Background: an optimization exercise with open tools, aiming at small area. Do not read the settings as production practice.
Function was checked by simulation only, so behaviour that the tests miss may differ from the original.
Power is estimated from default activity; no workload was simulated.

## beamformer
module beamformer (
    input  wire                clk_in,
    input  wire                rst_in,
    input  wire         [ 7:0] angle_in,
    input  wire                valid_in,
    input  wire  signed [23:0] audio_in_1,
    input  wire  signed [23:0] audio_in_2,
    input  wire  signed [23:0] audio_in_3,
    input  wire  signed [23:0] audio_in_4,
    output logic signed [23:0] audio_out,
    output logic               valid_out
);
Size in the first run: about 4500 cells after synthesis, ~0.076 mm² of cells after synthesis.
==> flow/config.mk <==
export PLATFORM = sky130hd
export DESIGN_NAME = beamformer
export DESIGN_NICKNAME = beamformer
export VERILOG_FILES = /design/flow/design.v
export SDC_FILE = /design/flow/constraint.sdc
export NUM_CORES = 4
export LEC_CHECK = 0
export CAP_MARGIN = 20
export CORE_MARGIN = 2
export CORE_UTILIZATION = 70
export PLACE_DENSITY = 0.8
export SLEW_MARGIN = 20
export SYNTH_MEMORY_MAX_BITS = 16384
==> flow/constraint.sdc <==
create_clock -name core_clock -period 10.0 [get_ports {clk_in}]
set_input_delay 2.0000 -clock core_clock [delete_from_list [all_inputs] [get_ports {clk_in}]]
set_output_delay 2.0000 -clock core_clock [all_outputs]
set_load 0.01 [all_outputs]
standard.sh (not shown) runs the stock make flow with config.mk's settings and CLKGATE_MAP_FILE= SYNTH_SCRIPT=/design/flow/synth_recipe.tcl, a recipe that flattens the netlist after the stock synthesis.
==> flow/flow/run.sh <==
#!/bin/bash
# The standard layout (standard.sh: the standard flow's synthesis, floorplan, placement, routing), with
# a sparser clock tree: clusters of up to 18 flip-flops per clkbuf_8, no dummy loads, and
# single-size port buffers. The make output goes to flow_make.log; each ORFS step writes its
# own log under orfs/logs/.
set -euo pipefail
cd "$(dirname "${BASH_SOURCE[0]}")/.."
bash standard.sh \
  "CTS_ARGS=-sink_clustering_enable -repair_clock_nets -dont_use_dummy_load -buf_list {sky130_fd_sc_hd__clkbuf_8} -sink_clustering_size 18 -sink_clustering_max_diameter 60" \
  "BUFFER_PORTS_ARGS=-buffer_cell sky130_fd_sc_hd__buf_1" \
  finish > flow_make.log 2>&1
The first run completed with no timing, DRC or antenna violations.
==> next run, changes <==
==> flow/flow/run.sh (replaced) <==
#!/bin/bash
# The standard layout (standard.sh: the standard flow's synthesis, floorplan, placement, routing), with
# a sparser clock tree: clusters of up to 16 flip-flops per clkbuf_8, no dummy loads, and
# single-size port buffers. The make output goes to flow_make.log; each ORFS step writes its
# own log under orfs/logs/.
set -euo pipefail
cd "$(dirname "${BASH_SOURCE[0]}")/.."
bash standard.sh \
  "CTS_ARGS=-sink_clustering_enable -repair_clock_nets -dont_use_dummy_load -buf_list {sky130_fd_sc_hd__clkbuf_8} -sink_clustering_size 16 -sink_clustering_max_diameter 50" \
  "BUFFER_PORTS_ARGS=-buffer_cell sky130_fd_sc_hd__buf_1" \
  finish > flow_make.log 2>&1
- CORE_UTILIZATION: 70 -> 55
- PLACE_DENSITY: 0.8 -> 0.65
The changed run finished clean.
Total power is higher by about 1.1%.
Via count is lower by about 0.9%.
Routed wire length is lower by about 4%.
==> next run, changes <==
==> flow/flow/run.sh (replaced) <==
#!/bin/bash
# The standard layout (standard.sh: the standard flow's synthesis, floorplan, placement, routing), with
# a sparser clock tree: clusters of up to 18 flip-flops per clkbuf_8, no dummy loads, and
# single-size port buffers. The make output goes to flow_make.log; each ORFS step writes its
# own log under orfs/logs/.
set -euo pipefail
cd "$(dirname "${BASH_SOURCE[0]}")/.."
bash standard.sh \
  "CTS_ARGS=-sink_clustering_enable -repair_clock_nets -dont_use_dummy_load -buf_list {sky130_fd_sc_hd__clkbuf_8} -sink_clustering_size 18 -sink_clustering_max_diameter 60" \
  "BUFFER_PORTS_ARGS=-buffer_cell sky130_fd_sc_hd__buf_1" \
  finish > flow_make.log 2>&1
- ABC_AREA: not set -> 1
- CORE_UTILIZATION: 55 -> 70
- PLACE_DENSITY: 0.65 -> 0.8
The changed run passed the timing, design-rule and antenna checks.
Global-route usage increases by 7.5 points.
Setup slack gets better by 0.11 ns.
Clock skew goes down by 0.027 ns.
Die area decreases by 21%.
Routed wire length grows by 13%.
Clock power fell by 5.3%.

-- static timing again, ports no longer ideal --
The results above use ideal ports. As a check the final layouts listed here were re-extracted and re-timed, cells and wires unchanged. Step 1 assumes that a clkbuf_16 drives the clock port and a buf_2 every other input. Step 2 moves the port delays by t, midway between the first and last clock arrival at a register: inputs arrive t later, outputs are due t later. That takes back most of the time a late clock gives input paths. a / b / c = ideal / step 1 / step 2; a / b = the first two.
| run | t (ns) | setup WS [ns] | hold slack, ns |
|---|---|---|---|
| the first run | 0.924 | 0.256 / 0.303 / -0.621 | 0.256 / 0.256 / 0.256 |
| the second run | 0.975 | 0.248 / 0.307 / -0.668 | 0.279 / 0.279 / 0.279 |
| the third run | 0.917 | 0.355 / 0.404 / -0.513 | 0.259 / 0.259 / 0.259 |
With both steps, setup timing fails in every run listed, where it was met with ideal ports. For the second run, which loses most, drivers alone change the setup slack by +0.059 ns; drivers and shift together by -0.916 ns.
